From an optimization exercise on the open Yosys and OpenROAD flow, aimed at small area and a short achievable clock period; shortcuts taken in it are not production practice. Only simulation tests tie the RTL to the original design; equivalence was not proved. Power figures rest on the tool's default switching activity, not on a simulated workload.

$ cat flow/design.v
`timescale 1ns / 1ps
module alu(
  input wire [31:0] a,
  input wire [31:0] b,
  input wire [2:0] funct3,
  input wire [6:0] funct7,
  input wire [6:0] opcode,
  output reg [31:0] result
);
  always @(*) begin
    case (funct3)
      3'b000: result = (opcode == 7'b0110011 && funct7 == 7'b0100000) ? a - b : a + b;   
      3'b111: result = a & b;                                                           
      3'b110: result = a | b;                                                           
      3'b100: result = a ^ b;                                                           
      3'b001: result = a << b[4:0];                                                     
      3'b101: result = (funct7 == 7'b0100000) ? $signed(a) >>> b[4:0] : a >> b[4:0];     
      3'b010: result = ($signed(a) < $signed(b)) ? 32'b1 : 32'b0;                        
      3'b011: result = (a < b) ? 32'b1 : 32'b0;                                           
      default: result = 32'hDEAD_BEEF;
    endcase
  end
endmodule
`timescale 1ns/1ps
module reg_file (input wire clk, input wire [4:0] rs1, rs2, rd, input wire we, input wire [31:0] wd, output wire [31:0] rd1, rd2);
  reg [31:0] regs [0:31];
  assign rd1=(rs1==0)?0:regs[rs1];
  assign rd2=(rs2==0)?0:regs[rs2];
  always @(posedge clk) begin
    if (we && rd!=0)
      regs[rd]<=wd;
  end
endmodule
`timescale 1ns / 1ps
module rv32i_core #(parameter XLEN=32, REG_COUNT=32)(
  input wire clk,
  input wire rst,
  input wire [31:0] instr,
  input wire [31:0] mem_rdata,
  output reg signed [31:0] pc,
  output wire [31:0] mem_addr,
  output wire [31:0] mem_wdata,
  output wire mem_we
);
  reg [31:0] instr_reg;
  reg [31:0] pc_reg;
  wire [6:0] opcode = instr_reg[6:0];
  wire [4:0] rd     = instr_reg[11:7];
  wire [2:0] funct3 = instr_reg[14:12];
  wire [4:0] rs1    = instr_reg[19:15];
  wire [4:0] rs2    = instr_reg[24:20];
  wire [6:0] funct7 = instr_reg[31:25];
  wire signed [31:0] imm_i = $signed({{20{instr_reg[31]}}, instr_reg[31:20]});
  wire signed [31:0] imm_s = $signed({{20{instr_reg[31]}}, instr_reg[31:25], instr_reg[11:7]});
  wire signed [31:0] imm_b = $signed({{19{instr_reg[31]}}, instr_reg[31], instr_reg[7], instr_reg[30:25], instr_reg[11:8], 1'b0});
  wire [31:0]         imm_u = {instr_reg[31:12], 12'b0};
  wire signed [31:0] imm_j = $signed({{11{instr_reg[31]}}, instr_reg[31], instr_reg[19:12], instr_reg[20], instr_reg[30:21], 1'b0});
  wire [31:0] reg_rdata1, reg_rdata2;
  wire [31:0] writeback_data;
  wire writeback_en;
  reg_file regfile (
    .clk(clk),
    .rs1(rs1),
    .rs2(rs2),
    .rd(rd),
    .we(writeback_en),
    .wd(writeback_data),
    .rd1(reg_rdata1),
    .rd2(reg_rdata2)
  );
  wire [31:0] alu_operand_b = (opcode == 7'b0010011 || opcode == 7'b0000011 || opcode == 7'b1100111) ? imm_i :
                              (opcode == 7'b0100011) ? imm_s :
                              reg_rdata2;
  wire [31:0] alu_result;
  alu alu_inst (
    .a(reg_rdata1),
    .b(alu_operand_b),
    .funct3(funct3),
    .funct7(funct7),
    .opcode(opcode),
    .result(alu_result)
  );
  assign writeback_en = (opcode == 7'b0010011 ||   
                         opcode == 7'b0110011 ||   
                         opcode == 7'b0000011 ||   
                         opcode == 7'b1101111 ||   
                         opcode == 7'b1100111 ||   
                         opcode == 7'b0010111 ||   
                         opcode == 7'b0110111);    
  assign writeback_data = (opcode == 7'b0000011) ? mem_rdata :
                          (opcode == 7'b1101111 || opcode == 7'b1100111) ? pc_reg + 4 :
                          (opcode == 7'b0010111 || opcode == 7'b0110111) ? imm_u :
                          alu_result;
  reg [31:0] mem_addr_reg, mem_wdata_reg;
  reg mem_we_reg;
  assign mem_addr  = mem_addr_reg;
  assign mem_wdata = mem_wdata_reg;
  assign mem_we    = mem_we_reg;
  reg branch_taken;
  reg signed [31:0] branch_target;
  always @(*) begin
    branch_taken  = 0;
    branch_target = pc_reg + 4;
    if (opcode == 7'b1100011) begin
      case (funct3)
        3'b000: branch_taken = (reg_rdata1 == reg_rdata2);
        3'b001: branch_taken = (reg_rdata1 != reg_rdata2);
        3'b100: branch_taken = ($signed(reg_rdata1) < $signed(reg_rdata2));
        3'b101: branch_taken = ($signed(reg_rdata1) >= $signed(reg_rdata2));
        3'b110: branch_taken = (reg_rdata1 < reg_rdata2);
        3'b111: branch_taken = (reg_rdata1 >= reg_rdata2);
      endcase
      branch_target = pc_reg + imm_b;
    end
  end
  always @(posedge clk or posedge rst) begin
    if (rst) begin
      pc <= 0;
      pc_reg <= 0;
      instr_reg <= 0;
      mem_addr_reg <= 0;
      mem_wdata_reg <= 0;
      mem_we_reg <= 0;
    end else begin
      pc_reg <= pc;
      instr_reg <= instr;
      case (opcode)
        7'b1100011: pc <= branch_taken ? branch_target : pc_reg + 4;
        7'b1101111: pc <= pc_reg + imm_j;
        7'b1100111: pc <= (reg_rdata1 + imm_i) & ~32'b1;
        default:    pc <= pc_reg + 4;
      endcase
      mem_we_reg <= 0;
      case (opcode)
        7'b0100011: begin
          mem_addr_reg  <= reg_rdata1 + imm_s;
          mem_wdata_reg <= reg_rdata2;
          mem_we_reg    <= 1;
        end
        7'b0000011: begin
          mem_addr_reg <= reg_rdata1 + imm_i;
        end
      endcase
    end
  end
endmodule
$ cat flow/run.sh
#!/bin/bash
# synth_recipe.tcl (not shown) runs the flow's synth.tcl, then flattens the netlist and writes it again
# the make line also repeats each setting of config.mk as NAME=value (left out here)
make -C /OpenROAD-flow-scripts/flow DESIGN_CONFIG=/design/flow/config.mk WORK_HOME=/design/flow/orfs CLKGATE_MAP_FILE= SYNTH_SCRIPT=/design/flow/synth_recipe.tcl finish
$ cat flow/constraint.sdc
create_clock -name core_clock -period 9.0 [get_ports {clk}]
set_input_delay 1.8000 -clock core_clock [delete_from_list [all_inputs] [get_ports {clk}]]
set_output_delay 1.8000 -clock core_clock [all_outputs]
set_load 0.01 [all_outputs]
$ cat flow/config.mk
export PLATFORM = sky130hd
export DESIGN_NAME = rv32i_core
export DESIGN_NICKNAME = rv32i_core
export VERILOG_FILES = /design/flow/design.v
export SDC_FILE = /design/flow/constraint.sdc
export NUM_CORES = 4
export LEC_CHECK = 0
export CAP_MARGIN = 20
export CORE_MARGIN = 2
export CORE_UTILIZATION = 45
export SLEW_MARGIN = 20
==> summary.txt <==
Dividing the detail-routed wire length by the instance count gives 36.9 um. The buffer levels on the longest clock path came out at 3. The starting density of the core is between 40% and 50%. The number of input and output port buffers inserted is 162.

The highest fanout seen on the critical path is 65. The top achievable clock speed came out at 116 MHz. The path depth of the worst reg2reg path is 19. The standard cell core area is roughly 150000 um2. After clock tree synthesis, the repair step resized 0 gates.

The ratio of routed vias to standard cells came out at 6.90. The delay of the slowest cell on the worst path came out at ~0.86 ns. Setup repair after global routing left no endpoint under its margin.

The CTS clock-pin slew for the worst setup and hold paths is about 0.060 ns. The number of placement rows came out at between 100 and 150. The final critical path time including I/O delays and setup came out at between 8 and 9 ns. The number of H-tree branching levels came out at 4. During synthesis, Yosys emitted a total of 3 warnings. The routability congestion estimate came out at around 1.1. The headroom to the max-slew limit is between 15 and 20%. The post-synthesis instance total came out at 5720. The clock tree from TritonCTS is done. The clock insertion delay at the later pin of the skew report came out at 0.80 ns.

The cell family contributing the most delay on the critical path is compound AO/OA/AOI/OAI gates. The number of global-route vias before repair came out at approximately 54000. The total DRC errors in the routed layout came out at 0. The flop-to-flop setup slack is slightly above 0.4 ns.

The routed wire length came out at just under 300 mm. The synthesized area divided by synthesized cell count is 12.1 um2. The HPWL after detailed placement is 197 mm.

Net switching is roughly 33% of the power. Counting instances in the post-synthesis netlist gives the leading cell types as sky130_fd_sc_hd__edfxtp_1 (1024), sky130_fd_sc_hd__a21oi_1 (438), sky130_fd_sc_hd__mux2i_1 (404). Hold is met by between 0.3 and 0.4 ns. In this run the post-CTS setup repair buffer count came out at 0. The clock root buffer is sky130_fd_sc_hd__clkbuf_16. The logic gate share of total power is a little over a quarter. For this design the ratio of total power to cell area is 212 nW/um2. The floorplan die width came out at between 300 and 400 um. The number of flip-flops under the largest register name is roughly 1000. The number of detailed-routing iterations run before antenna repair came out at 6. At the pin with the least slew margin, the transition time is about 1.2 ns. In the post-synthesis netlist, the biggest area contributors are sky130_fd_sc_hd__edfxtp_1 (44%), sky130_fd_sc_hd__mux4_2 (9.8%), sky130_fd_sc_hd__mux2i_1 (5.8%), sky130_fd_sc_hd__dfrtp_1 (5.8%), sky130_fd_sc_hd__ha_1 (3.7%). The final layout contains a little over 6000 nets. The number of maximum-capacitance constraint violations is 0. The number of enable-type register cells in the synthesized netlist is approximately 1000.

The cell area after synthesis is 69400 um2. The run finished with no timing, DRC or antenna violations. Summed over all failing endpoints, the final setup total negative slack is 0 ns. Per report_power, the clock group accounts for ~33% of the total. STA classifies the critical path startpoint as a flip-flop. The portion of the clock cycle consumed by the worst path in the final layout came out at a little over nine tenths. The clock skew after layout came out at ~0.055 ns. For this run the aggregate overflow at the end of global routing stands at 0. The required time of the critical path is 9.49 ns. For this design, the CTS-stage hold fixing added 0 buffers.

The maximum resistive drop on vdd came out at about 0.19 mV. The worst hold path begins at pc[20]. The wire length of the first global-routing pass came out at a little over 400 mm. By instance count, the cell type seen most on the critical path is sky130_fd_sc_hd__a211oi_1. The vias after detailed routing came out at ~55000. sky130_fd_sc_hd__edfxtp_1 takes more of the synthesized area than any other cell.

The antenna violation net count after detailed routing is 0. The critical path in this run is classified as reg -> reg. In this run, synthesis produced a sequential element count of ~1200. The number of hold violations in the final report came out at 0. The share of synthesized area occupied by flip-flops and latches is between 50 and 60%. The number of endpoints failing setup at the final stage came out at 0. The number of inserted filler cells in the final layout came out at between 10000 and 15000. From synthesis to final layout, the design area changed by 13.8%.

The total internal power came out at between 0.01 and 0.015 W. The detailed router's first-iteration violation count is 8004. The die is 397 um tall. The proportion of netlist area held by the largest area contributor is 44.3%. The max-slew violation count is 0.

The die area came out at between 150000 and 200000 um2. The number of primary I/O pins came out at between 150 and 200. The worst hold path cell count is 0. Counting flops with an async set or reset pin after synthesis yields a share of a little over an eighth. Summing all non-filler instances in the final layout gives an area of 79000 um2. The cell leakage power came out at about 28 nW. Cells with a size suffix above 1 make up about 17% of the layout.

The endpoint of the worst register-to-register path is regfile.regs[21][26]. The net switching power came out at 0.00561 W. The path type of the worst min-delay path is reg -> reg. The signal on the critical path passes through buf_12 > mux2_2 > a221oi_1 > a22oi_1 > o2111ai_1 > inv_1 > ha_1 > inv_1 > nor3_1 > nand3_1 > a211oi_1 > o21ai_0 > a211oi_1 > a211oi_1 > a21oi_1 > xnor2_1 > a211oi_1 > o221ai_2 > buf_4. Buffers inserted during clock tree synthesis total about 130. The initial antenna violation count is 13. On the critical path, the stage with the largest delay is an instance of sky130_fd_sc_hd__dfrtp_4. The buffering stage count on the worst path with inverters included is 4. The number of sinks handled by clock tree synthesis is 1185. The worst register-to-register path begins at instr_reg[15]. Of the total power, registers draw between 30% and 40%.

The most frequently used cell type in the post-synthesis netlist is sky130_fd_sc_hd__edfxtp_1. The kind of end point of the critical path is a flip-flop. The number of distinct standard cells referenced by the synthesized netlist came out at a little under 100.

Data on the critical path arrives at its endpoint at between 9 and 10 ns. The standard cell area after detailed placement came out at approximately 74000 um2. The overall global routing resource usage came out at a little under two fifths. Among all flip-flop cells after synthesis, the most frequent one is sky130_fd_sc_hd__edfxtp_1. The largest net degree at the start of global routing is between 100 and 150. The worst hold path terminates at pc_reg[20].
-- worst reg2reg max path: stages (launching register included) --
cell,delay (ns)
sky130_fd_sc_hd__dfrtp_4,0.86
sky130_fd_sc_hd__buf_12,0.45
sky130_fd_sc_hd__mux2_2,0.54
sky130_fd_sc_hd__a221oi_1,0.46
sky130_fd_sc_hd__a22oi_1,0.16
sky130_fd_sc_hd__o2111ai_1,0.72
sky130_fd_sc_hd__inv_1,0.55
sky130_fd_sc_hd__ha_1,0.62
sky130_fd_sc_hd__inv_1,0.20
sky130_fd_sc_hd__nor3_1,0.29
sky130_fd_sc_hd__nand3_1,0.25
sky130_fd_sc_hd__a211oi_1,0.64
sky130_fd_sc_hd__o21ai_0,0.27
sky130_fd_sc_hd__a211oi_1,0.42
sky130_fd_sc_hd__a211oi_1,0.10
sky130_fd_sc_hd__a21oi_1,0.21
sky130_fd_sc_hd__xnor2_1,0.14
sky130_fd_sc_hd__a211oi_1,0.59
sky130_fd_sc_hd__o221ai_2,0.44
sky130_fd_sc_hd__buf_4,0.37
-- power groups by stage --
stage | Clock [W] | Sequential [W] | Combinational [W]
2_1_floorplan | 0 | 0.00669 | 0.00257
4_1_cts | 0.00566 | 0.00661 | 0.00443
5_1_grt | 0.00589 | 0.00663 | 0.00480
3_3_place_gp | 0 | 0.00672 | 0.00441
3_5_place_dp | 0 | 0.00672 | 0.00441
6_report | 0.00559 | 0.00661 | 0.00456
-- cells by family after synthesis --
| family | Yosys count | synth area share, % |
|---|---|---|
| mux | 832 | 17.7 |
| compound gates | 1633 | 15.1 |
| other cells | 1 | 0.00540 |
| buf+inv | 556 | 3.37 |
| simple gates | 1133 | 7.74 |
| xor+xnor | 166 | 2.09 |
| fa+ha+maj | 214 | 3.92 |
| flops | 1185 | 50.1 |
-- layout by cell type, fill, tap and decap left out, drive strengths merged, types with 38 or more instances in the layout --
| cell type | netlist | layout |
|---|---|---|
| edfxtp | 1024 | 1024 |
| a21oi | 441 | 441 |
| mux2i | 405 | 405 |
| o21ai | 381 | 381 |
| nand2 | 358 | 358 |
| mux4 | 301 | 301 |
| nor2 | 298 | 298 |
| buf | 164 | 240 |
| ha | 208 | 208 |
| clkdlybuf4s50 | 0 | 162 |
| dfrtp | 161 | 161 |
| clkbuf | 241 | 160 |
| inv | 150 | 156 |
| o22ai | 135 | 135 |
| mux2 | 126 | 126 |
| nor3 | 107 | 107 |
| xnor2 | 101 | 101 |
| o221ai | 92 | 92 |
| nand3 | 84 | 84 |
| a21o | 68 | 68 |
| xor2 | 65 | 65 |
| a211oi | 63 | 63 |
| clkinv | 1 | 59 |
| a22oi | 54 | 54 |
| o211ai | 47 | 47 |
| nand4 | 43 | 43 |
| a31oi | 41 | 41 |
| o21a | 39 | 39 |
| o21bai | 38 | 38 |
-- worst max path at each step --
stage	startpoint	to	slack (ns)	cells past startpoint
6_report	instr_reg[15]	regfile.regs[21][26]	0.41	19
5_1_grt	instr_reg[20]	regfile.regs[21][26]	0.28	22
4_1_cts	instr_reg[15]	regfile.regs[21][26]	0.66	19
3_5_place_dp	instr_reg[15]	regfile.regs[21][26]	0.71	19
3_3_place_gp	instr_reg[15]	regfile.regs[20][26]	0.61	19
2_1_floorplan	instr_reg[20]	regfile.regs[0][24]	1.35	25
-- layout make-up --
class                      count  area (um2)  share of cell area (%)
inverter                     151         572                   0.724
multi-input combinational   4010       32900                    41.6
sequential                  1185       34800                    44.0
clock buffer                 160        3550                    4.50
clock inverter                84         956                    1.21
tap                         2044        2560                    3.24
timing repair buffer         402        3680                    4.66
antenna                        4        10.0                  0.0127
-- per-layer routing --
layer  up-vias  share of wire (%)  global-route usage [%]
li1      22800                  -                       -
met2      3640                 45                    56.8
met5         -              0.024                       0
met3       763                 11                    8.20
met4        10                6.4                    20.6
met1     28200                 38                    48.8
-- per-stage QoR --
stage	std cells	setup slack [ns]	total power, W	util [%]
6_report	8040	0.407	0.0168	51.4
5_1_grt	8036	0.281	0.0173	51.4
4_1_cts	8033	0.656	0.0167	51.4
3_5_place_dp	7789	0.712	0.0111	48.4
3_3_place_gp	7787	0.611	0.0111	48.4
2_1_floorplan	5751	1.35	0.00925	-

==> static timing again, ports no longer ideal <==
How much do the figures lean on ideal ports? The routed layout below was timed once more, with nothing changed but the port constraints. Step 1 sets driving cells, clkbuf_16 on the clock port and buf_2 on the other inputs (assumed; they add their load-dependent delay and slew). Step 2 adds t to the input delays and takes it off the output delays; t is the mean of the earliest and latest rising clock arrival at the registers after step 1. Input paths then give back, and output paths get back, about the clock's delay inside the block. a / b / c = no drivers / after step 1 / after step 2; a / b = the first two.
t, ns: 0.859
setup WS [ns]: 0.407 / 0.407 / 0.407
worst setup path at the end: register to register
After both steps setup and hold are still met in this run. The setup slack of this run moves by 0.000 ns with the drivers and by 0.000 ns with both steps.
